Source: an optimization exercise on an open RTL-to-GDS flow (aim: small area and a short achievable clock period). Production flows keep margins and buffers that such runs may drop. RTL that was checked went through simulation tests only; none was proved equivalent to the original. Power and IR drop assume default switching activity. No driver is modelled on the clock port, so clocking that relies on it looks cheaper here than on a real chip.

## v23
// jmb_9x9_filter
module jmb_9x9_filter #(
  parameter integer pixel_width = 8,
  parameter integer image_width = 64
) (
  input  wire valid_in,
  input  wire ready_in,
  input  wire clock,
  input  wire reset_n,
  input  wire [pixel_width-1:0] data_in,
  output wire valid_out,
  output wire ready_out,
  output wire [pixel_width-1:0] data_out
);
Size: ~22 I/O pins, ~0.14 mm^2 of cells after synthesis.
==> flow/config.mk <==
export PLATFORM = sky130hd
export DESIGN_NAME = jmb_9x9_filter
export DESIGN_NICKNAME = jmb_9x9_filter
export VERILOG_FILES = /design/flow/design.v
export SDC_FILE = /design/flow/constraint.sdc
export NUM_CORES = 4
export LEC_CHECK = 0
export CAP_MARGIN = 20
export CORE_MARGIN = 2
export CORE_UTILIZATION = 40
export SLEW_MARGIN = 20
==> flow/constraint.sdc <==
create_clock -name core_clock -period 12.5 [get_ports {clock}]
set_input_delay 2.5000 -clock core_clock [delete_from_list [all_inputs] [get_ports {clock}]]
set_output_delay 2.5000 -clock core_clock [all_outputs]
set_load 0.01 [all_outputs]
run.sh (not shown) runs the stock make flow with config.mk's settings and CLKGATE_MAP_FILE= SYNTH_SCRIPT=/design/flow/synth_recipe.tcl, a recipe that flattens the netlist after the stock synthesis.
### v23 -> v43
==> flow/flow/run.sh (new file) <==
#!/bin/bash
# The standard layout, with timing repair aimed at a setup slack of 8.5 ns
# (a 4 ns period) instead of 0; the SDC and everything else stay as they are.
set -euo pipefail
bash standard.sh SETUP_SLACK_MARGIN=8.5 finish > make_finish.log 2>&1
==> flow/standard.sh (new file) <==
#!/bin/bash
# synth_recipe.tcl (not shown) runs the flow's synth.tcl, then flattens the netlist and writes it again
# the make line also repeats each setting of config.mk as NAME=value (left out here)
make -C /OpenROAD-flow-scripts/flow DESIGN_CONFIG=/design/flow/config.mk WORK_HOME=/design/flow/orfs CLKGATE_MAP_FILE= SYNTH_SCRIPT=/design/flow/synth_recipe.tcl "${@:-finish}"
removed: flow/run.sh
[summary]
- Compared with v23, v43 shows a higher insertion delay to the later sink of the worst-skew pair.
- Lower worst path arrival time goes to v43 over v23.
- The number of clock buffers in the layout of v43 falls short of that of v23 by about 5%.
- Against v23, v43 reports a setup slack after placement that is higher.
The inputs of v42 differ from those of v43 as listed below.
==> flow/flow/run.sh <==
#!/bin/bash
# The standard layout (standard.sh: the standard flow's synthesis and ORFS flow, unchanged
# SDC and floorplan settings) with these make-variable overrides:
#  - timing repair aims at a setup slack of 8.7 ns instead of 0,
#  - port buffers are buf_4 (the default pick is a slow delay cell),
#  - CTS without dummy balancing loads, sinks clustered 30 per leaf buffer
#    within 60 um.
# make's full output goes to make_finish.log, each step's to orfs/logs/.
set -euo pipefail
bash standard.sh \
  SETUP_SLACK_MARGIN=8.7 \
  "BUFFER_PORTS_ARGS=-buffer_cell sky130_fd_sc_hd__buf_4" \
  "CTS_ARGS=-sink_clustering_enable -repair_clock_nets -dont_use_dummy_load -sink_clustering_size 30 -sink_clustering_max_diameter 60" \
  finish > make_finish.log 2>&1
### Flow results
v42 finished every stage and its layout cleared the timing, DRC and antenna checks.
Summary: with v43 as the reference, ratio of routed vias to standard cells in v42 moved up slightly.
The run with more setup slack is v42; v43 has less.
[compare] base=v43 new=v42: routed wire length now sits lower, proportion of power drawn by combinational gates now sits higher, vertical die dimension now sits at about the same level, clock network power share now sits lower.
The following lists how v6 was set up differently from v42:
==> flow/flow/run.sh <==
#!/bin/bash
# The standard layout (standard.sh: the standard flow's synthesis and ORFS flow, unchanged
# SDC) with these make-variable overrides:
#  - timing repair aims at a setup slack of 8.8 ns instead of 0,
#  - the buffers ABC put in are removed at floorplan (REMOVE_ABC_BUFFERS)
#    instead of running the pre-placement timing repair,
#  - port buffers are buf_4 (the default pick is a slow delay cell),
#  - CTS without dummy balancing loads, sinks clustered 30 per leaf buffer
#    within 60 um.
# make's full output goes to make_finish.log, each step's to orfs/logs/.
set -euo pipefail
bash standard.sh \
  SETUP_SLACK_MARGIN=8.8 \
  REMOVE_ABC_BUFFERS=1 \
  "BUFFER_PORTS_ARGS=-buffer_cell sky130_fd_sc_hd__buf_4" \
  "CTS_ARGS=-sink_clustering_enable -repair_clock_nets -dont_use_dummy_load -sink_clustering_size 30 -sink_clustering_max_diameter 60" \
  finish > make_finish.log 2>&1
-- flow/config.mk --
<<< v42, line 9
export CORE_MARGIN = 2
export CORE_UTILIZATION = 40
export SLEW_MARGIN = 20
>>> v6, line 9
export CORE_MARGIN = 2
export CORE_UTILIZATION = 55
export SLEW_MARGIN = 20
==> run summary <==
- v6 vs v42: share of power burned in combinational logic up in v6
- Measured against each other, v42 and v6 differ in clock skew, the lower figure coming from v6.
- v6 reports a higher total track usage than v42 does.
- The clock share of power was comparable across v42 and v6.

Another version of the RTL of jmb_9x9_filter (not shown whole).
For scale: ~11,000 cells after synthesis, ~4,300 flip-flops, ~140,000 um^2 of cells after synthesis.
Settings: LEC_CHECK=0, CAP_MARGIN=20, CORE_MARGIN=2, CORE_UTILIZATION=55, SLEW_MARGIN=20; clock period 12.5 ns.
standard.sh (not shown) runs the stock make flow with config.mk's settings and CLKGATE_MAP_FILE= SYNTH_SCRIPT=/design/flow/synth_recipe.tcl, a recipe that flattens the netlist after the stock synthesis.
==> flow/flow/run.sh <==
#!/bin/bash
# The standard layout (standard.sh: the standard flow's synthesis and ORFS flow, unchanged
# SDC) with these make-variable overrides:
#  - timing repair aims at a setup slack of 8.8 ns instead of 0,
#  - the buffers ABC put in are removed at floorplan (REMOVE_ABC_BUFFERS)
#    instead of running the pre-placement timing repair,
#  - port buffers are buf_4 (the default pick is a slow delay cell),
#  - CTS without dummy balancing loads, sinks clustered 30 per leaf buffer
#    within 60 um.
# make's full output goes to make_finish.log, each step's to orfs/logs/.
set -euo pipefail
bash standard.sh \
  SETUP_SLACK_MARGIN=8.8 \
  REMOVE_ABC_BUFFERS=1 \
  "BUFFER_PORTS_ARGS=-buffer_cell sky130_fd_sc_hd__buf_4" \
  "CTS_ARGS=-sink_clustering_enable -repair_clock_nets -dont_use_dummy_load -sink_clustering_size 30 -sink_clustering_max_diameter 60" \
  finish > make_finish.log 2>&1
Edit:
==> flow/flow/run.sh (replaced) <==
#!/bin/bash
# The standard layout (standard.sh: the standard flow's synthesis and ORFS flow, unchanged
# SDC and floorplan settings) with these make-variable overrides:
#  - timing repair aims at a setup slack of 8.7 ns instead of 0,
#  - port buffers are buf_4 (the default pick is a slow delay cell),
#  - CTS without dummy balancing loads, sinks clustered 30 per leaf buffer
#    within 60 um.
# make's full output goes to make_finish.log, each step's to orfs/logs/.
set -euo pipefail
bash standard.sh \
  SETUP_SLACK_MARGIN=8.7 \
  "BUFFER_PORTS_ARGS=-buffer_cell sky130_fd_sc_hd__buf_4" \
  "CTS_ARGS=-sink_clustering_enable -repair_clock_nets -dont_use_dummy_load -sink_clustering_size 30 -sink_clustering_max_diameter 60" \
  finish > make_finish.log 2>&1
--- a/flow/config.mk
+++ b/flow/config.mk
@@ -8,4 +8,4 @@
 export CAP_MARGIN = 20
 export CORE_MARGIN = 2
-export CORE_UTILIZATION = 55
+export CORE_UTILIZATION = 40
 export SLEW_MARGIN = 20
=>
- sequential power barely changes
- maximum frequency goes down slightly
- cell area goes up slightly
- final cell count goes up by roughly a tenth
- utilization goes down by 15 points
- clock-buffer cell count goes up by 52
- global-route usage goes down by 5.3 points
No run of this note included a check of the RTL's function; only the layout flow was run.

jmb_9x9_filter, a different RTL version from the one above (not shown whole).
Size in the first run: about 4,300 flip-flops, roughly 22 I/O pins, ~140,000 µm² of cells after synthesis.
// jmb_9x9_filter
module jmb_9x9_filter #(
  parameter integer pixel_width = 8,
  parameter integer image_width = 64
) (
  input  wire valid_in,
  input  wire ready_in,
  input  wire clock,
  input  wire reset_n,
  input  wire [pixel_width-1:0] data_in,
  output wire valid_out,
  output wire ready_out,
  output wire [pixel_width-1:0] data_out
);
clock: 12.5 ns
lec_check: 0
cap_margin: 20
core_margin: 2
core_utilization: 65
slew_margin: 20
==> flow/flow/run.sh <==
#!/bin/bash
# The standard layout (standard.sh: the standard flow's synthesis and ORFS flow, unchanged
# SDC) with these make-variable overrides:
#  - timing repair aims at a setup slack of 8.8 ns instead of 0,
#  - the buffers ABC put in are removed at floorplan (REMOVE_ABC_BUFFERS)
#    instead of running the pre-placement timing repair,
#  - port buffers are buf_4 (the default pick is a slow delay cell),
#  - CTS without dummy balancing loads, sinks clustered 30 per leaf buffer
#    within 80 um.
# make's full output goes to make_finish.log, each step's to orfs/logs/.
set -euo pipefail
bash standard.sh \
  SETUP_SLACK_MARGIN=8.8 \
  REMOVE_ABC_BUFFERS=1 \
  "BUFFER_PORTS_ARGS=-buffer_cell sky130_fd_sc_hd__buf_4" \
  "CTS_ARGS=-sink_clustering_enable -repair_clock_nets -dont_use_dummy_load -sink_clustering_size 30 -sink_clustering_max_diameter 80" \
  finish > make_finish.log 2>&1
The starting point went through all stages and came out clean.
==> next run, changes <==
--- a/flow/flow/run.sh
+++ b/flow/flow/run.sh
@@ -7,5 +7,5 @@
 #  - port buffers are buf_4 (the default pick is a slow delay cell),
 #  - CTS without dummy balancing loads, sinks clustered 30 per leaf buffer
-#    within 80 um.
+#    within 60 um.
 # make's full output goes to make_finish.log, each step's to orfs/logs/.
 set -euo pipefail
@@ -14,4 +14,4 @@
   REMOVE_ABC_BUFFERS=1 \
   "BUFFER_PORTS_ARGS=-buffer_cell sky130_fd_sc_hd__buf_4" \
-  "CTS_ARGS=-sink_clustering_enable -repair_clock_nets -dont_use_dummy_load -sink_clustering_size 30 -sink_clustering_max_diameter 80" \
+  "CTS_ARGS=-sink_clustering_enable -repair_clock_nets -dont_use_dummy_load -sink_clustering_size 30 -sink_clustering_max_diameter 60" \
   finish > make_finish.log 2>&1
Settings changed: CORE_UTILIZATION 65 to 55.
The new run finished clean.
Setup slack improved by 0.0086 ns.
Cell area went up by 0.98%.
Cell count went up by 4.4%.
Sequential share of layout area went down by 0.56 points.
Total power went up by 4.4%.
Via count hardly moves.

[static timing again, ports no longer ideal]
In the flow no input, the clock included, has a driving cell. The finished layouts below were timed again as built, in two steps.
Step 1 assumes that a clkbuf_16 drives the clock port and a buf_2 every other input.
Step 2 also shifts input and output timing later by t, the mid clock arrival at the registers, as if the neighbouring blocks saw the same clock.
Slacks: no drivers / after step 1 / after step 2; pairs: no drivers / after step 1.
run | t (ns) | slack for setup (ns) | worst setup path after step 2 | clock arrival spread, ns
v23 | 1.024 | 6.780 / 6.853 / 5.828 | input to register | 0.085 / 0.085
v43 | 1.035 | 8.505 / 8.453 / 7.546 | input to register | 0.096 / 0.095
v42 | 0.966 | 8.557 / 8.557 / 7.727 | input to register | 0.150 / 0.151
v6 | 0.976 | 8.489 / 8.466 / 7.909 | input to register | 0.088 / 0.088
the first run of note 2 | 0.966 | 8.630 / 8.539 / 7.742 | input to register | 0.104 / 0.105
the second run of note 2 | 0.977 | 8.603 / 8.512 / 7.695 | input to register | 0.139 / 0.140
the first run of note 3 | 0.910 | 8.637 / 8.550 / 7.936 | input to register | 0.080 / 0.080
the second run of note 3 | 0.940 | 8.646 / 8.554 / 7.817 | input to register | 0.096 / 0.096
After both steps every run listed still meets setup and hold. The setup slack of v43, which loses most, moves by -0.052 ns with the drivers and by -0.959 ns with both steps.
